What follows belongs to an exercise in optimizing a design on an open flow for small area; a production flow would make more cautious choices. Function was checked by simulation only, so behaviour that the tests miss may differ from the original. No activity file was given, so power comes from the tool's default toggle rates. The clock port is modelled as an ideal driver; clocking choices that lean on that would not hold on a real chip.

[design/flow/design.v]
`default_nettype none
`timescale 1ns/1ps
module lix_and  #(
    parameter  W = 32
  )(
    input  wire [W-1:0] i_x,
    input  wire [W-1:0] i_y,
    output wire [W-1:0] o_z);
  genvar i;
  generate
  for (i = 0 ; i < W ; i = i + 1)begin: GAND
    assign o_z[i] = i_x[i] & i_y[i];
  end
  endgenerate
endmodule
`default_nettype none
`timescale 1ns/1ps
module lix_not #(
    parameter  W = 32
  )(
    input  wire  [W-1:0] i_x,
    output wire  [W-1:0] o_z);
  genvar i;
  generate
  for (i = 0 ; i < W ; i = i + 1)begin: GNOT
    assign o_z[i] = ~ i_x[i];
  end
  endgenerate
endmodule
`default_nettype none
`timescale 1ns/1ps
module lix_or  #(
    parameter  W = 32
  )(
    input  wire [W-1:0] i_x,
    input  wire [W-1:0] i_y,
    output wire [W-1:0] o_z);
  genvar i;
  generate
  for (i = 0 ; i < W ; i = i + 1)begin: GOR
    assign o_z[i] = i_x[i] | i_y[i];
  end
  endgenerate
endmodule
`default_nettype none
`timescale 1ns/1ps
module lix_reg #(
    parameter  W = 32
  )(
    input  wire          clk_i,
    input  wire          i_en,
    input  wire          i_en_n,
    input  wire  [W-1:0] i_x,
    output wire  [W-1:0] o_z);
  reg [W-1:0] data;
  always @(posedge clk_i) begin
    data <= (i_x & {W{i_en}}) | (data & {W{i_en_n}});
  end
  assign o_z = data;
endmodule
`default_nettype none
`timescale 1ns/1ps
module lix_shr0 #(
    parameter  W = 32   ,
    parameter  N = 2
  )(
    input  wire          clk_i,
    input  wire          i_en,
    input  wire          i_en_n,
    input  wire  [W-1:0] i_x,
    output wire  [W-1:0] o_z);
  genvar i;
  wire [W-1:0] data [N:0];
  assign data[0] = i_x;
  generate
    for (i = 0 ; i < N ; i = i + 1) begin: GDAT
      lix_reg #(.W(W))
      u_reg_dat(
        .clk_i   (clk_i),
        .i_en    (i_en),
        .i_en_n  (i_en_n),
        .i_x     (data[i]),
        .o_z     (data[i+1]));
    end
  endgenerate
  assign o_z = data[N];
endmodule
`default_nettype none
`timescale 1ns/1ps
module lix_shr1 #(
    parameter  N = 2
  )(
    input  wire          clk_i,
    input  wire          rst_ni,
    input  wire          i_vld,
    input  wire          i_en,
    input  wire          i_en_n,
    output wire          o_vld);
  reg [N-1:0] valid;
  always @(negedge rst_ni or posedge clk_i) begin
    if (~rst_ni) begin
      valid <= {N{1'b0}};
    end else begin
      valid <= ({valid[N-2:0], i_vld} & {N{i_en}}) | (valid & {N{i_en_n}});
    end
  end
  assign o_vld = valid[N-1];
endmodule
`default_nettype none
`timescale 1ns/1ps
module lix_xor  #(
    parameter  W = 32
  )(
    input  wire [W-1:0] i_x,
    input  wire [W-1:0] i_y,
    output wire [W-1:0] o_z);
  genvar i;
  generate
  for (i = 0 ; i < W ; i = i + 1)begin: GXOR
    assign o_z[i] = i_x[i] ^ i_y[i];
  end
  endgenerate
endmodule
`timescale 1ns/1ps
module ConvertAB_RCA_n3k32_1_core(
    input  wire         clk_i,
    input  wire         rst_ni,
    input  wire         i_dvld,
    input  wire         i_rvld,
    input  wire         i_rvld_n,
    input  wire [123:0] i_n,
    input  wire  [95:0] i_a,
    output wire  [95:0] o_z,
    output wire         o_dvld);
wire     [31:0] xd;
wire     [63:0] y;
lix_shr1
  #(.N (124))
  u0_lix_shr1
   (.clk_i  (clk_i),
    .rst_ni (rst_ni),
    .i_vld  (i_dvld),
    .i_en   (i_rvld),
    .i_en_n (i_rvld_n),
    .o_vld  (o_dvld));
lix_shr0
  #(.W (32),
    .N (62))
  u1_lix_shr0
   (.clk_i  (clk_i),
    .i_en   (i_rvld),
    .i_en_n (i_rvld_n),
    .i_x    (i_a[0+:32]),
    .o_z    (xd));
ConvertAB_RCA_n2k32_1
  u2_ConvertAB_RCA_n2k32_1
   (.clk_i  (clk_i),
    .i_rvld (i_rvld),
    .i_rvld_n (i_rvld_n),
    .i_n    (i_n[0+:31]),
    .i_a    (i_a[32+:64]),
    .o_z    (y));
SecRCA_n3k32_1
  u4_SecRCA_n3k32_1
   (.clk_i  (clk_i),
    .i_rvld (i_rvld),
    .i_rvld_n (i_rvld_n),
    .i_n    (i_n[31+:93]),
    .i_x0   (xd),
    .i_y    (y),
    .o_z    (o_z));
endmodule
`timescale 1ns/1ps
module ConvertAB_RCA_n3k32_1(
    input  wire         clk_i,
    input  wire         rst_ni,
    input  wire         i_dvld,
    input  wire         i_rvld,
    input  wire [123:0] i_n,
    input  wire  [95:0] i_a,
    output wire  [95:0] o_z,
    output wire         o_dvld);
wire rvld_n;
assign rvld_n = ~i_rvld;
ConvertAB_RCA_n3k32_1_core
  u_core
   (.clk_i    (clk_i),
    .rst_ni   (rst_ni),
    .i_dvld   (i_dvld),
    .i_rvld   (i_rvld),
    .i_rvld_n (rvld_n),
    .i_n      (i_n),
    .i_a      (i_a),
    .o_z      (o_z),
    .o_dvld   (o_dvld));
endmodule
`timescale 1ns/1ps
module SecRCA_n3k32_1(
    input  wire        clk_i,
    input  wire        i_rvld,
    input  wire        i_rvld_n,
    input  wire [92:0] i_n,
    input  wire [31:0] i_x0,
    input  wire [63:0] i_y,
    output wire [95:0] o_z);
wire [95:0] a [0:31];
wire  [2:0] c [0:31];
assign a[0] = {i_y, i_x0};
assign c[0] = 3'd0;
genvar j;
generate
  for (j = 0; j < 31; j = j + 1) begin: GBIT
    SecRCA_1b_n3k32
      #(.J (j))
      u_SecRCA_1b_n3k32
       (.clk_i  (clk_i),
        .i_rvld (i_rvld),
        .i_rvld_n (i_rvld_n),
        .i_n    (i_n[3*j +: 3]),
        .i_a    (a[j]),
        .i_c    (c[j]),
        .o_a    (a[j+1]),
        .o_c    (c[j+1]));
  end
endgenerate
assign o_z[ 0+:31] = a[31][ 0+:31];
assign o_z[32+:31] = a[31][32+:31];
assign o_z[64+:31] = a[31][64+:31];
assign o_z[31]     = a[31][31] ^ c[31][0];
assign o_z[63]     = a[31][63] ^ c[31][1];
assign o_z[95]     = a[31][95] ^ c[31][2];
endmodule
`timescale 1ns/1ps
module SecRCA_1b_n3k32 #(
    parameter J = 0
  )(
    input  wire        clk_i,
    input  wire        i_rvld,
    input  wire        i_rvld_n,
    input  wire  [2:0] i_n,
    input  wire [95:0] i_a,
    input  wire  [2:0] i_c,
    output wire [95:0] o_a,
    output wire  [2:0] o_c);
wire      [2:0] aj;
wire      [2:0] xj;
wire      [2:0] b;
wire      [2:0] xd;
wire      [2:0] tmp;
wire     [95:0] ad;
wire     [95:0] zd;
wire            xjd;
assign aj = {i_a[64+J], i_a[32+J], i_a[J]};
assign xj = {2'd0, i_a[J]};
lix_xor #(.W (3)) u0_lix_xor (.i_x (xj), .i_y (i_c), .o_z (b));
generate
  if (J == 0) begin: GX0
    SecAnd_PINI1_n3k1_1_x0
      u1_SecAnd_PINI1_n3k1_1
       (.clk_i  (clk_i),
        .i_rvld (i_rvld),
        .i_rvld_n (i_rvld_n),
        .i_n    (i_n),
        .i_y    (aj),
        .i_yd   ({ad[64+J], ad[32+J], ad[J]}),
        .i_ydd  (o_a[0]),
        .o_xd   (xd),
        .o_c    (tmp));
  end else begin: GXJ
    SecAnd_PINI1_n3k1_1
      u1_SecAnd_PINI1_n3k1_1
       (.clk_i  (clk_i),
        .i_rvld (i_rvld),
        .i_rvld_n (i_rvld_n),
        .i_n    (i_n),
        .i_x    (b),
        .i_y    (aj),
        .i_yd   ({ad[64+J], ad[32+J], ad[J]}),
        .o_xd   (xd),
        .o_c    (tmp));
  end
endgenerate
lix_reg #(.W (96)) u2_lix_reg (.clk_i (clk_i), .i_en (i_rvld), .i_en_n (i_rvld_n), .i_x (i_a), .o_z (ad));
genvar s;
generate
  for (s = 0; s < 3; s = s + 1) begin: GSUM
    if (J > 0) begin: GLO
      assign zd[32*s +: J] = ad[32*s +: J];
    end
    if (s == 0) begin: GS0
      assign zd[32*s + J] = xd[0];
    end else begin: GSN
      assign zd[32*s + J] = ad[32*s + J] ^ xd[s];
    end
    if (J < 31) begin: GHI
      assign zd[32*s + J + 1 +: 31 - J] = ad[32*s + J + 1 +: 31 - J];
    end
  end
endgenerate
lix_reg #(.W (96)) u3_lix_reg (.clk_i (clk_i), .i_en (i_rvld), .i_en_n (i_rvld_n), .i_x (zd), .o_z (o_a));
generate
  if (J == 0) begin: GXD0
    assign xjd = o_a[0];
  end else begin: GXDJ
    lix_reg #(.W (1)) u4_lix_reg (.clk_i (clk_i), .i_en (i_rvld), .i_en_n (i_rvld_n), .i_x (ad[J]), .o_z (xjd));
  end
endgenerate
assign o_c = tmp ^ {2'd0, xjd};
endmodule
`timescale 1ns/1ps
module SecAnd_PINI1_n3k1_1(
    input  wire       clk_i,
    input  wire       i_rvld,
    input  wire       i_rvld_n,
    input  wire [2:0] i_n,
    input  wire [2:0] i_x,
    input  wire [2:0] i_y,
    input  wire [2:0] i_yd,
    output wire [2:0] o_xd,
    output wire [2:0] o_c);
wire [2:0] xd;
wire [2:0] yd;
wire [2:0] rn;
wire [5:0] r;
wire [5:0] yxn;
wire [5:0] v;
wire [2:0] xdn;
wire [5:0] xar;
wire [5:0] u;
wire [2:0] xay;
wire [2:0] k;
wire [5:0] xav;
wire [5:0] t;
wire [5:0] z;
wire [2:0] zxz;
lix_reg #(.W (3))  u0_lix_reg (.clk_i (clk_i), .i_en (i_rvld), .i_en_n (i_rvld_n), .i_x (i_x), .o_z (xd));
assign yd = i_yd;
lix_reg #(.W (3))  u2_lix_reg (.clk_i (clk_i), .i_en (i_rvld), .i_en_n (i_rvld_n), .i_x (i_n), .o_z (rn));
assign r = {rn[2], rn[1], rn[2], rn[0], rn[1], rn[0]};
lix_xor #(.W (6))  u3_lix_xor (.i_x ({i_y[1], i_y[0], i_y[2], i_y[0], i_y[2], i_y[1]}),
                               .i_y ({i_n[2], i_n[1], i_n[2], i_n[0], i_n[1], i_n[0]}),
                               .o_z (yxn));
lix_reg #(.W (6))  u4_lix_reg (.clk_i (clk_i), .i_en (i_rvld), .i_en_n (i_rvld_n), .i_x (yxn), .o_z (v));
lix_not #(.W (3))  u5_lix_not (.i_x (xd), .o_z (xdn));
lix_and #(.W (6))  u6_lix_and (.i_x ({xdn[2], xdn[2], xdn[1], xdn[1], xdn[0], xdn[0]}),
                               .i_y (r), .o_z (xar));
lix_reg #(.W (6))  u7_lix_reg (.clk_i (clk_i), .i_en (i_rvld), .i_en_n (i_rvld_n), .i_x (xar), .o_z (u));
lix_and #(.W (3))  u8_lix_and (.i_x (xd), .i_y (yd), .o_z (xay));
lix_reg #(.W (3))  u9_lix_reg (.clk_i (clk_i), .i_en (i_rvld), .i_en_n (i_rvld_n), .i_x (xay), .o_z (k));
lix_and #(.W (6))  u10_lix_and (.i_x ({xd[2], xd[2], xd[1], xd[1], xd[0], xd[0]}),
                                .i_y (v), .o_z (xav));
lix_reg #(.W (6))  u11_lix_reg (.clk_i (clk_i), .i_en (i_rvld), .i_en_n (i_rvld_n), .i_x (xav), .o_z (t));
lix_xor #(.W (6))  u12_lix_xor (.i_x (u), .i_y (t), .o_z (z));
lix_xor #(.W (3))  u13_lix_xor (.i_x ({z[4], z[2], z[0]}), .i_y ({z[5], z[3], z[1]}), .o_z (zxz));
lix_xor #(.W (3))  u14_lix_xor (.i_x (k), .i_y (zxz), .o_z (o_c));
assign o_xd = xd;
endmodule
`timescale 1ns/1ps
module SecAnd_PINI1_n3k1_1_x0(
    input  wire       clk_i,
    input  wire       i_rvld,
    input  wire       i_rvld_n,
    input  wire [2:0] i_n,
    input  wire [2:0] i_y,
    input  wire [2:0] i_yd,
    input  wire       i_ydd,
    output wire [2:0] o_xd,
    output wire [2:0] o_c);
wire [2:0] xd;
wire [2:0] rn;
wire [1:0] yxn;
wire [1:0] v;
wire       xdn;
wire [1:0] xar;
wire [1:0] u01;
wire [2:0] u234;
wire [5:0] u;
wire [2:0] k;
wire [1:0] xav;
wire [1:0] t01;
wire [5:0] t;
wire [5:0] z;
wire [2:0] zxz;
assign xd = {2'd0, i_yd[0]};
lix_reg #(.W (3))  u2_lix_reg (.clk_i (clk_i), .i_en (i_rvld), .i_en_n (i_rvld_n), .i_x (i_n), .o_z (rn));
lix_xor #(.W (2))  u3_lix_xor (.i_x ({i_y[2], i_y[1]}), .i_y ({i_n[1], i_n[0]}), .o_z (yxn));
lix_reg #(.W (2))  u4_lix_reg (.clk_i (clk_i), .i_en (i_rvld), .i_en_n (i_rvld_n), .i_x (yxn), .o_z (v));
lix_not #(.W (1))  u5_lix_not (.i_x (xd[0]), .o_z (xdn));
lix_and #(.W (2))  u6_lix_and (.i_x ({xdn, xdn}), .i_y ({rn[1], rn[0]}), .o_z (xar));
lix_reg #(.W (2))  u7_lix_reg (.clk_i (clk_i), .i_en (i_rvld), .i_en_n (i_rvld_n), .i_x (xar), .o_z (u01));
lix_reg #(.W (3))  u71_lix_reg (.clk_i (clk_i), .i_en (i_rvld), .i_en_n (i_rvld_n), .i_x ({rn[1], rn[2], rn[0]}), .o_z (u234));
assign u = {u234[1], u234[2], u234[1], u234[0], u01};
assign k = {2'd0, i_ydd};
lix_and #(.W (2))  u10_lix_and (.i_x ({xd[0], xd[0]}), .i_y (v), .o_z (xav));
lix_reg #(.W (2))  u11_lix_reg (.clk_i (clk_i), .i_en (i_rvld), .i_en_n (i_rvld_n), .i_x (xav), .o_z (t01));
assign t = {4'd0, t01};
lix_xor #(.W (6))  u12_lix_xor (.i_x (u), .i_y (t), .o_z (z));
lix_xor #(.W (3))  u13_lix_xor (.i_x ({z[4], z[2], z[0]}), .i_y ({z[5], z[3], z[1]}), .o_z (zxz));
lix_xor #(.W (3))  u14_lix_xor (.i_x (k), .i_y (zxz), .o_z (o_c));
assign o_xd = xd;
endmodule
`timescale 1ns/1ps
module ConvertAB_RCA_n2k32_1(
    input  wire        clk_i,
    input  wire        i_rvld,
    input  wire        i_rvld_n,
    input  wire [30:0] i_n,
    input  wire [63:0] i_a,
    output wire [63:0] o_z);
SecRCA_n2k32_1
  u2_SecRCA_n2k32_1
   (.clk_i  (clk_i),
    .i_rvld (i_rvld),
    .i_rvld_n (i_rvld_n),
    .i_n    (i_n),
    .i_x0   (i_a[ 0+:32]),
    .i_y1   (i_a[32+:32]),
    .o_z    (o_z));
endmodule
`timescale 1ns/1ps
module SecRCA_n2k32_1(
    input  wire        clk_i,
    input  wire        i_rvld,
    input  wire        i_rvld_n,
    input  wire [30:0] i_n,
    input  wire [31:0] i_x0,
    input  wire [31:0] i_y1,
    output wire [63:0] o_z);
wire [63:0] a [0:31];
wire  [1:0] c [0:31];
assign a[0] = {i_y1, i_x0};
assign c[0] = 2'd0;
genvar j;
generate
  for (j = 0; j < 31; j = j + 1) begin: GBIT
    SecRCA_1b_n2k32
      #(.J (j))
      u_SecRCA_1b_n2k32
       (.clk_i  (clk_i),
        .i_rvld (i_rvld),
        .i_rvld_n (i_rvld_n),
        .i_n    (i_n[j]),
        .i_a    (a[j]),
        .i_c    (c[j]),
        .o_a    (a[j+1]),
        .o_c    (c[j+1]));
  end
endgenerate
assign o_z[ 0+:31] = a[31][ 0+:31];
assign o_z[32+:31] = a[31][32+:31];
assign o_z[31]     = a[31][31] ^ c[31][0];
assign o_z[63]     = a[31][63] ^ c[31][1];
endmodule
`timescale 1ns/1ps
module SecRCA_1b_n2k32 #(
    parameter J = 0
  )(
    input  wire        clk_i,
    input  wire        i_rvld,
    input  wire        i_rvld_n,
    input  wire  [0:0] i_n,
    input  wire [63:0] i_a,
    input  wire  [1:0] i_c,
    output wire [63:0] o_a,
    output wire  [1:0] o_c);
wire      [1:0] aj;
wire      [1:0] xj;
wire      [1:0] b;
wire      [1:0] xd;
wire      [1:0] tmp;
wire     [63:0] ad;
wire     [63:0] zd;
wire            xjd;
assign aj = {i_a[32+J], i_a[J]};
assign xj = {1'd0, i_a[J]};
lix_xor #(.W (2)) u0_lix_xor (.i_x (xj), .i_y (i_c), .o_z (b));
generate
  if (J == 0) begin: GX0
    SecAnd_PINI1_n2k1_1_x0
      u1_SecAnd_PINI1_n2k1_1
       (.clk_i  (clk_i),
        .i_rvld (i_rvld),
        .i_rvld_n (i_rvld_n),
        .i_n    (i_n),
        .i_y    (aj),
        .i_yd   ({ad[32+J], ad[J]}),
        .i_ydd  (o_a[0]),
        .o_xd   (xd),
        .o_c    (tmp));
  end else begin: GXJ
    SecAnd_PINI1_n2k1_1
      u1_SecAnd_PINI1_n2k1_1
       (.clk_i  (clk_i),
        .i_rvld (i_rvld),
        .i_rvld_n (i_rvld_n),
        .i_n    (i_n),
        .i_x    (b),
        .i_y    (aj),
        .i_yd   ({ad[32+J], ad[J]}),
        .o_xd   (xd),
        .o_c    (tmp));
  end
endgenerate
lix_reg #(.W (64)) u2_lix_reg (.clk_i (clk_i), .i_en (i_rvld), .i_en_n (i_rvld_n), .i_x (i_a), .o_z (ad));
genvar s;
generate
  for (s = 0; s < 2; s = s + 1) begin: GSUM
    if (J > 0) begin: GLO
      assign zd[32*s +: J] = ad[32*s +: J];
    end
    if (s == 0) begin: GS0
      assign zd[32*s + J] = xd[0];
    end else begin: GSN
      assign zd[32*s + J] = ad[32*s + J] ^ xd[s];
    end
    if (J < 31) begin: GHI
      assign zd[32*s + J + 1 +: 31 - J] = ad[32*s + J + 1 +: 31 - J];
    end
  end
endgenerate
lix_reg #(.W (64)) u3_lix_reg (.clk_i (clk_i), .i_en (i_rvld), .i_en_n (i_rvld_n), .i_x (zd), .o_z (o_a));
generate
  if (J == 0) begin: GXD0
    assign xjd = o_a[0];
  end else begin: GXDJ
    lix_reg #(.W (1)) u4_lix_reg (.clk_i (clk_i), .i_en (i_rvld), .i_en_n (i_rvld_n), .i_x (ad[J]), .o_z (xjd));
  end
endgenerate
assign o_c = tmp ^ {1'd0, xjd};
endmodule
`timescale 1ns/1ps
module SecAnd_PINI1_n2k1_1(
    input  wire       clk_i,
    input  wire       i_rvld,
    input  wire       i_rvld_n,
    input  wire [0:0] i_n,
    input  wire [1:0] i_x,
    input  wire [1:0] i_y,
    input  wire [1:0] i_yd,
    output wire [1:0] o_xd,
    output wire [1:0] o_c);
wire [1:0] xd;
wire [1:0] yd;
wire [0:0] rn;
wire [1:0] r;
wire [1:0] yxn;
wire [1:0] v;
wire [1:0] xdn;
wire [1:0] xar;
wire [1:0] u;
wire [1:0] xay;
wire [1:0] k;
wire [1:0] xav;
wire [1:0] t;
wire [1:0] z;
lix_reg #(.W (2))  u0_lix_reg (.clk_i (clk_i), .i_en (i_rvld), .i_en_n (i_rvld_n), .i_x (i_x), .o_z (xd));
assign yd = i_yd;
lix_reg #(.W (1))  u2_lix_reg (.clk_i (clk_i), .i_en (i_rvld), .i_en_n (i_rvld_n), .i_x (i_n), .o_z (rn));
assign r = {rn, rn};
lix_xor #(.W (2))  u3_lix_xor (.i_x ({i_y[0], i_y[1]}), .i_y ({i_n[0], i_n[0]}), .o_z (yxn));
lix_reg #(.W (2))  u4_lix_reg (.clk_i (clk_i), .i_en (i_rvld), .i_en_n (i_rvld_n), .i_x (yxn), .o_z (v));
lix_not #(.W (2))  u5_lix_not (.i_x (xd), .o_z (xdn));
lix_and #(.W (2))  u6_lix_and (.i_x (xdn), .i_y (r), .o_z (xar));
lix_reg #(.W (2))  u7_lix_reg (.clk_i (clk_i), .i_en (i_rvld), .i_en_n (i_rvld_n), .i_x (xar), .o_z (u));
lix_and #(.W (2))  u8_lix_and (.i_x (xd), .i_y (yd), .o_z (xay));
lix_reg #(.W (2))  u9_lix_reg (.clk_i (clk_i), .i_en (i_rvld), .i_en_n (i_rvld_n), .i_x (xay), .o_z (k));
lix_and #(.W (2))  u10_lix_and (.i_x (xd), .i_y (v), .o_z (xav));
lix_reg #(.W (2))  u11_lix_reg (.clk_i (clk_i), .i_en (i_rvld), .i_en_n (i_rvld_n), .i_x (xav), .o_z (t));
lix_xor #(.W (2))  u12_lix_xor (.i_x (u), .i_y (t), .o_z (z));
lix_xor #(.W (2))  u13_lix_xor (.i_x (k), .i_y (z), .o_z (o_c));
assign o_xd = xd;
endmodule
`timescale 1ns/1ps
module SecAnd_PINI1_n2k1_1_x0(
    input  wire       clk_i,
    input  wire       i_rvld,
    input  wire       i_rvld_n,
    input  wire [0:0] i_n,
    input  wire [1:0] i_y,
    input  wire [1:0] i_yd,
    input  wire       i_ydd,
    output wire [1:0] o_xd,
    output wire [1:0] o_c);
wire [1:0] xd;
wire [0:0] rn;
wire [0:0] yxn;
wire [0:0] v;
wire       xdn;
wire [0:0] xar;
wire [1:0] u;
wire [1:0] k;
wire [0:0] xav;
wire [0:0] t0;
wire [1:0] t;
wire [1:0] z;
assign xd = {1'd0, i_yd[0]};
lix_reg #(.W (1))  u2_lix_reg (.clk_i (clk_i), .i_en (i_rvld), .i_en_n (i_rvld_n), .i_x (i_n), .o_z (rn));
lix_xor #(.W (1))  u3_lix_xor (.i_x (i_y[1]), .i_y (i_n[0]), .o_z (yxn));
lix_reg #(.W (1))  u4_lix_reg (.clk_i (clk_i), .i_en (i_rvld), .i_en_n (i_rvld_n), .i_x (yxn), .o_z (v));
lix_not #(.W (1))  u5_lix_not (.i_x (xd[0]), .o_z (xdn));
lix_and #(.W (1))  u6_lix_and (.i_x (xdn), .i_y (rn), .o_z (xar));
lix_reg #(.W (2))  u7_lix_reg (.clk_i (clk_i), .i_en (i_rvld), .i_en_n (i_rvld_n), .i_x ({rn, xar}), .o_z (u));
assign k = {1'd0, i_ydd};
lix_and #(.W (1))  u10_lix_and (.i_x (xd[0]), .i_y (v), .o_z (xav));
lix_reg #(.W (1))  u11_lix_reg (.clk_i (clk_i), .i_en (i_rvld), .i_en_n (i_rvld_n), .i_x (xav), .o_z (t0));
assign t = {1'd0, t0};
lix_xor #(.W (2))  u12_lix_xor (.i_x (u), .i_y (t), .o_z (z));
lix_xor #(.W (2))  u13_lix_xor (.i_x (k), .i_y (z), .o_z (o_c));
assign o_xd = xd;
endmodule
[design/flow/flow/run.sh]
#!/bin/bash
# Layout flow: the standard layout (standard.sh, ORFS from synthesis to
# the final layout) unchanged, except that the buffer that global placement
# puts on every input and output port is the smallest buffer cell,
# sky130_fd_sc_hd__buf_1, instead of the cell buffer_ports picks by default.
# make's output goes to flow_make.log; each ORFS step logs to orfs/logs/.
set -euo pipefail
export BUFFER_PORTS_ARGS="-buffer_cell sky130_fd_sc_hd__buf_1"
bash standard.sh finish > flow_make.log 2>&1
[design/flow/standard.sh]
#!/bin/bash
# synth_recipe.tcl (not shown) runs the flow's synth.tcl, then flattens the netlist and writes it again
# the make line also repeats each setting of config.mk as NAME=value (left out here)
make -C /OpenROAD-flow-scripts/flow DESIGN_CONFIG=/design/flow/config.mk WORK_HOME=/design/flow/orfs CLKGATE_MAP_FILE= SYNTH_SCRIPT=/design/flow/synth_recipe.tcl "${@:-finish}"
[design/flow/config.mk]
export PLATFORM = sky130hd
export DESIGN_NAME = ConvertAB_RCA_n3k32_1
export DESIGN_NICKNAME = ConvertAB_RCA_n3k32_1
export VERILOG_FILES = /design/flow/design.v
export SDC_FILE = /design/flow/constraint.sdc
export NUM_CORES = 8
export LEC_CHECK = 0
export CAP_MARGIN = 20
export CORE_MARGIN = 2
export CORE_UTILIZATION = 65
export CTS_CLUSTER_DIAMETER = 100
export CTS_CLUSTER_SIZE = 30
export PLACE_DENSITY = 0.75
export SETUP_SLACK_MARGIN = 0.3
export SLEW_MARGIN = 20
export SYNTH_HIERARCHICAL = 1
export SYNTH_MINIMUM_KEEP_SIZE = 1000
[design/flow/constraint.sdc]
create_clock -name core_clock -period 5.0 [get_ports {clk_i}]
set_input_delay 1.0000 -clock core_clock [delete_from_list [all_inputs] [get_ports {clk_i}]]
set_output_delay 1.0000 -clock core_clock [all_outputs]
set_load 0.01 [all_outputs]
==> out/qor.yml, run 1 <==
run_status:
  status: "finished clean"
logic_synthesis:
  synth_fp_nets: 30953
  yosys_warnings: 17
  yosysSeqAreaShare: 0.649
  synth_seq_cells: 13245
  syn_area_mm2: 0.409
  synthTopCellsByArea: "dfxtp_1, a22o_1, buf_2, xnor3_1, a32o_1"
  avgSynthCellArea_um2: 13.4
  syn_inst: 30639
  synth_top_area_cell: "dfxtp_1"
  yosys.cell_types.count: 18
  synth_top_area_share: 0.642
run:
  maxCapViolCount: 0
detailed_routing:
  detail_route.wl_per_cell_um: 18.2
  drt_iter0_drc: 18524
  vias: 229812
  drc: 0
  dr.pass1.iters: 5
  final_antenna_net_count: 0
  viasPerCell: 6.17
  wl_um: 677000
clock_tree:
  cts_buffers: 480
  cts_sinks: 13245
  post_cts.repair.setup_buffers: 0
  tritoncts: "done"
  clk_latency_ns: 1.07
  cts.repair.resized: 0
  hold_buffers: 1
  clk_pin_slew_worst_paths_ns: 0.11
  htree_levels: 5
  root_buffer: "clkbuf_16"
  ctsLongestPathBuffers: 4
final_layout:
  final_core_util: 0.673
  drive_above_1_share: 0.0345
  final_cell_mix: "dfxtp_1, a22o_1, clkbuf_16, xor2_1, buf_1"
  area_growth_pct: 3.23
  design_area_mm2: 0.423
  nFillCells: 45359
  final_common_cell: "dfxtp_1"
  nets: 29159
setup_path:
  critical_path_class: "flop to primary output"
  cp_data_arrival_time_ns: 2.36
  startpoint_type: "flop"
  path_max_fanout: 2
  worst_path_most_repeated_cell: "xnor2_1"
  r2r_cells: 3
  cp_top_family: "XOR/XNOR gates"
  slowest_delay_ns: 0.50
  required_ns: 4.00
  cpMaxStageDelayCell: "dfxtp_1"
  endpoint_kind: "primary output"
  reg2reg_slack_ns: 3.27
  crit_buf_inv: 1
  path_cells: "xor2_1, xnor2_1, xnor2_1, buf_1"
timing:
  hold_violations: 0
  rsz0062_at_grt: "no"
  slew_headroom: 0.201
  finClkSkew_ns: 0.0384
  holdWs_ns: 0.121
  slew_viol_final: 0
  fin_tns_setup_ns: 0
  period_share: 0.673
  worstMarginPinSlew_ns: 1.20
  period_needed_ns: 3.36
  fmax_mhz: 297
  setup_viol_count_final: 0
power_and_ir_drop:
  p_sw_uw: 43900
  clock_power_share: 0.250
  leakage_uw: 0.169
  peakVddDrop_mv: 0.387
  combPwrFrac: 0.091
  powerDensity_mw_per_mm2: 447
  netSwitchingFraction: 0.233
  p_int_uw: 145000
  sequentialPowerShare: 0.659
hold_path:
  hold_end: "u_core.u1_lix_shr0.GDAT[0].u_reg_dat.data[17]$_DFF_P_"
  hold_path.class: "input pin to flop"
  holdCritStartpoint: "i_a[17]"
  hold_depth: 2
placed_design:
  place_area_mm2: 0.410
  routabilityCongestion: 0.752
  dp_hpwl_um: 404000
  port_buffers: 320
floorplan:
  die_y_um: 798
  die_w_um: 798
  coreArea_mm2: 0.628
  die_area_mm2: 0.636
  ios: 321
  rows: 291
  start_util: 0.652
global_route:
  grt_pass1_wl_um: 1120000
  overflow: 0
  grt_pass1_vias: 212186
  antenna_found_initial: 61
  grt_max_degree: 250
  groute.usage.overall: 0.201
[how the worst max path moves through the flow]
stage / start / endpoint / slack (ns) / depth (start not counted)
2_1_floorplan: i_rvld / flop / 2.98 / 7
3_3_place_gp: i_rvld / flop / 1.66 / 7
3_5_place_dp: i_rvld / flop / 1.67 / 6
4_1_cts: flop / o_z[31] / 1.50 / 4
5_1_grt: flop / o_z[31] / 1.52 / 4
6_report: flop / o_z[31] / 1.64 / 4
[cell families (layout without fill, tap and decap cells)]
kind of cell | Yosys count | after routing | share of synthesized area
flops | 13245 | 13245 | 0.649
compound gates | 13242 | 13242 | 0.283
buf+inv | 3097 | 1336 | 0.0423
xor+xnor | 708 | 708 | 0.0201
simple gates | 257 | 257 | 0.00266
fa+ha+maj | 90 | 90 | 0.00275
other cells | 0 | 20 | 0
[modules after synthesis (local to each module, per instance)]
| module | cells | times used |
|---|---|---|
| ConvertAB_RCA_n3k32_1_core | 4684 | 1 |
| ConvertAB_RCA_n3k32_1 | 1 | 1 |
| SecRCA_n2k32_1 | 10026 | 1 |
| SecRCA_n3k32_1 | 15928 | 1 |
[worst register-to-register path, stage by stage (launching register included)]
cell and delay, ns:
dfxtp_1 0.74, xnor3_1 0.54, xnor3_1 0.18, a22o_1 0.18
[per-stage QoR]
| stage | worst slack, ns | total power, µW | cells |
|---|---|---|---|
| 5_1_grt | 1.52 | 197000 | 37238 |
| 4_1_cts | 1.50 | 191000 | 37228 |
| 3_3_place_gp | 1.66 | 143000 | 36712 |
| 2_1_floorplan | 2.98 | 139000 | 30639 |
| 6_report | 1.64 | 189000 | 37248 |
| 3_5_place_dp | 1.67 | 144000 | 36712 |
[metal layers]
layer,up-vias,global-route usage,routed length (µm)
met4,36,0.0468,16500
met1,113186,0.301,340000
met2,1808,0.316,304000
met3,813,0.0200,16200
li1,113969,-,-
met5,-,0,218
[power by group through the flow]
stage                     Sequential (µW)  Combinational [µW]  Clock [µW]
after CTS                          125000               17400       48800
after detailed placement           127000               17200           0
after global routing               126000               19000       52400
after global placement             127000               16700           0
final                              124000               17100       47200
after floorplan                    124000               15200           0
[synthesized netlist by cell type, drive strengths merged]
| master | instances |
|---|---|
| a22o | 12796 |
| a32o | 313 |
| buf | 2983 |
| clkbuf | 103 |
| dfrtp | 124 |
| dfxtp | 13121 |
| ha | 90 |
| inv | 11 |
| nand2 | 207 |
| nor2b | 50 |
| o21ai | 133 |
| xnor2 | 224 |
| xnor3 | 146 |
| xor2 | 338 |
[cell type report]
cell class / count / area, µm² / area share
Timing Repair Buffer: 810 / 7480 / 0.0177
Inverter: 11 / 48.8 / 0.000115
Tap cell: 8350 / 10400 / 0.0247
Clock inverter: 17 / 285 / 0.000675
Sequential cell: 13245 / 266000 / 0.629
Clock buffer: 498 / 12200 / 0.0290
Multi-Input combinational cell: 14297 / 126000 / 0.299
Antenna cell: 20 / 50.0 / 0.000118
==> run 2: changes to the inputs <==
--- a/design/flow/config.mk
+++ b/design/flow/config.mk
@@ -7,10 +7,10 @@
 export LEC_CHECK = 0
 export CAP_MARGIN = 20
 export CORE_MARGIN = 2
-export CORE_UTILIZATION = 65
+export CORE_UTILIZATION = 72
 export CTS_CLUSTER_DIAMETER = 100
-export CTS_CLUSTER_SIZE = 30
-export PLACE_DENSITY = 0.75
+export CTS_CLUSTER_SIZE = 33
+export PLACE_DENSITY = 0.8
 export SETUP_SLACK_MARGIN = 0.3
 export SLEW_MARGIN = 20
 export SYNTH_HIERARCHICAL = 1
==> run 2 against run 1 <==
  * Still clean
  * Sequential share of layout area grew 0.38 points
  * Sequential power is essentially flat
  * Register-to-register slack gained 0.04 ns
  * Fmax grew 4.8%
  * Utilization grew 6.9 points
  * First-iteration DRC count shrank 1.3%
  * Clock skew shrank 0.0047 ns
  * Global-route usage grew 2.1 points
  * Final area shrank 0.60%
  * Via count grew 0.29%
  * Clock power shrank 4%
  * Combinational power is essentially flat
==> out/qor.yml, run 2 <==
run_status:
  status: "finished clean"  # unchanged
detailed_routing:
  drt_iter0_drc: 18288  # was 18524
  vias: 230481  # was 229812
  detail_route.wl_per_cell_um: 18.6  # was 18.2 µm
  final_antenna_net_count: 0  # unchanged
  dr.pass1.iters: 5  # unchanged
  drc: 0  # unchanged
  viasPerCell: 6.34  # was 6.17
  wl_um: 675000  # was 677000 µm
timing:
  finClkSkew_ns: 0.0338  # was 0.0384 ns
  period_share: 0.642  # was 0.673
  rsz0062_at_grt: "no"  # unchanged
  worstMarginPinSlew_ns: 1.19  # was 1.20 ns
  holdWs_ns: 0.129  # was 0.121 ns
  hold_violations: 0  # unchanged
  slew_viol_final: 0  # unchanged
  slew_headroom: 0.206  # was 0.201
  fmax_mhz: 312  # was 297 MHz
  period_needed_ns: 3.21  # was 3.36 ns
  fin_tns_setup_ns: 0  # unchanged
  setup_viol_count_final: 0  # unchanged
logic_synthesis:
  synth_most_common_cell: "dfxtp_1"  # unchanged
  synth_fp_nets: 30953  # unchanged
  synth_edf_count: 0  # unchanged
  yosys_warnings: 17  # unchanged
  synth_seq_cells: 13245  # unchanged
  yosysSeqAreaShare: 0.649  # unchanged
  async_flop_share: 0.00936  # unchanged
  synth_top_area_cell: "dfxtp_1"  # unchanged
  avgSynthCellArea_um2: 13.4  # unchanged
  synth_top_area_share: 0.642  # unchanged
  syn_inst: 30639  # unchanged
  synth_commonest_cells: "dfxtp_1, a22o_1, buf_2"  # unchanged
  syn_area_mm2: 0.409  # unchanged
  synthFlopType: "dfxtp_1"  # unchanged
  synthTopCellsByArea: "dfxtp_1, a22o_1, buf_2, xnor3_1, a32o_1"  # unchanged
  yosys.cell_types.count: 18  # unchanged
final_layout:
  area_growth_pct: 2.61  # was 3.23%
  fin_cells: 36342  # was 37248
  nFillCells: 37135  # was 45359
  final_cell_mix: "dfxtp_1, a22o_1, clkbuf_16, xor2_1, buf_1"  # unchanged
  final_common_cell: "dfxtp_1"  # unchanged
  drive_above_1_share: 0.0328  # was 0.0345
  design_area_mm2: 0.420  # was 0.423 mm²
  nets: 29107  # was 29159
setup_path:
  slowest_delay_ns: 0.43  # was 0.50 ns
  cp_data_arrival_time_ns: 2.21  # was 2.36 ns
  endpoint_kind: "primary output"  # unchanged
  path_cells: "xor2_1, xnor2_1, xnor2_1, buf_1"  # unchanged
  required_ns: 4.00  # about the same
  worst_path_most_repeated_cell: "xnor2_1"  # unchanged
  path_max_fanout: 2  # unchanged
  cpMaxStageDelayCell: "dfxtp_1"  # unchanged
  startpoint_type: "flop"  # unchanged
  critical_path_class: "flop to primary output"  # unchanged
power_and_ir_drop:
  powerDensity_mw_per_mm2: 445  # was 447 mW/mm²
  leakage_uw: 0.168  # was 0.169 µW
  peakVddDrop_mv: 0.399  # was 0.387 mV
  total_power_uw: 187000  # was 189000 µW
floorplan:
  rows: 276  # was 291
  die_y_um: 758  # was 798 µm
  die_w_um: 758  # was 798 µm
  start_util: 0.724  # was 0.652
  coreArea_mm2: 0.566  # was 0.628 mm²
  die_area_mm2: 0.575  # was 0.636 mm²
  ios: 321  # unchanged
run:
  maxCapViolCount: 0  # unchanged
clock_tree:
  root_buffer: "clkbuf_16"  # unchanged
  ctsLongestPathBuffers: 4  # unchanged
  clk_pin_slew_worst_paths_ns: 0.11  # about the same
  post_cts.repair.setup_buffers: 0  # unchanged
  cts_sinks: 13245  # unchanged
  cts_buffers: 440  # was 480
  tritoncts: "done"  # unchanged
  clk_latency_ns: 1.08  # was 1.07 ns
  htree_levels: 5  # unchanged
global_route:
  grt_pass1_vias: 212881  # was 212186
  grt_max_degree: 263  # was 250
  groute.usage.overall: 0.222  # was 0.201
  grt_pass1_wl_um: 1110000  # was 1120000 µm
  overflow: 0  # unchanged
  antenna_found_initial: 43  # was 61
placed_design:
  place_area_mm2: 0.409  # was 0.410 mm²
  routabilityCongestion: 0.745  # was 0.752
  dp_hpwl_um: 407000  # was 404000 µm
  port_buffers: 320  # unchanged
  place_inst: 35856  # was 36712
hold_path:
  hold_path.class: "input pin to flop"  # unchanged
## run 2: cell counts after synthesis
No cell type changed its count.
## run 2: final cells by class
type / instances / area (µm²) / share of cell area
flip-flops and latches: 13245 / 266000 / 0.633
multi-input cells: 14297 / 126000 / 0.301
clock buffers: 463 / 11400 / 0.0271
well taps: 7506 / 9390 / 0.0224
repair buffers: 798 / 7010 / 0.0167
clock inverters: 12 / 170 / 0.000405
inverters: 11 / 48.8 / 0.000116
diodes: 10 / 25.0 / 0.0000596
## run 2: kinds of logic after synthesis
kind of cell	Yosys count	share of synthesized area
AOI/OAI and AO/OA	13242	0.283
buffers and inverters	3097	0.0423
xor gates and xnor gates	708	0.0201
and+or+nand+nor	257	0.00266
adders and majority gates	90	0.00275
DFF	13245	0.649
## run 2: power by group
part / switching, µW / internal, µW / total, µW
Sequential: 7700 / 117000 / 125000
Combinational: 6740 / 10400 / 17100
Clock: 28900 / 16400 / 45400
## run 2: critical path, delay by kind of cell, from the launching register on
kind	cells	cell delay [ns]
xor gates and xnor gates	3	0.53
DFF	1	0.43
buffers and inverters	1	0.17
## run 2: worst paths after layout
check	start	to	depth (start not counted)	slack (ns)
worst max-delay path	flop	o_z[31]	4	1.79
worst min-delay path	i_a[16]	u_core.u1_lix_shr0.GDAT[0].u_reg_dat.data[16]$_DFF_P_	2	0.13
worst max register to register	flop	flop	3	3.31
worst min register to register	flop	flop	1	0.45
max in group asynchronous	rst_ni	u_core.u0_lix_shr1.valid[51]$_DFF_PN0_	3	3.50
min in group asynchronous	rst_ni	u_core.u0_lix_shr1.valid[2]$_DFF_PN0_	2	0.50
## run 2: repair_timing
| item | CTS | global route |
|---|---|---|
| hold endpoints to repair | 48 | 0 |
| resized for setup | 0 | 0 |
| hold buffers | 1 | 0 |
## run 2: per-layer routing
layer | vias up | track usage | part of all wire
li1 | 113673 | - | -
met1 | 114207 | 0.328 | 0.49
met2 | 1814 | 0.358 | 0.46
met3 | 757 | 0.0208 | 0.023
met4 | 30 | 0.0460 | 0.021
met5 | - | 0 | 0.00030
## run 2: per-stage QoR
| stage | utilization | worst slack [ns] |
|---|---|---|
| global placement | 0.722 | 1.38 |
| global route | 0.743 | 1.66 |
| detailed placement | 0.722 | 1.35 |
| floorplan | - | 2.98 |
| finish | 0.743 | 1.79 |
| CTS | 0.743 | 1.67 |
## run 2: Yosys stat by module, one instance, submodules excluded
module / flops+latches / area (µm²) / cells
SecRCA_n2k32_1: 4333 / 133000 / 10026
ConvertAB_RCA_n3k32_1_core: 2108 / 63600 / 4684
SecRCA_n3k32_1: 6804 / 213000 / 15928
ConvertAB_RCA_n3k32_1: 0 / 3.75 / 1

re-timing with driven ports:
The flow's constraints put no driver on any port. The routed layouts listed below were extracted and timed again, unchanged, in two steps. Step 1, drivers: a clkbuf_16 drives clk_i and a buf_2 each remaining input, both assumed. Step 2 also shifts input and output timing later by t, the mid clock arrival at the registers, as if the neighbouring blocks saw the same clock. a / b / c = no drivers / after step 1 / after step 2; a / b = the first two.
run | shift t [ns] | slack for setup (ns) | latest minus earliest clock arrival (ns)
run 1 | 1.182 | 1.637 / 1.514 / 1.686 | 0.050 / 0.050
run 2 | 1.181 | 1.791 / 1.662 / 1.318 | 0.059 / 0.059
After both steps setup and hold are still met in every run listed. For run 2, which loses most, drivers alone change the setup slack by -0.129 ns; drivers and shift together by -0.473 ns.
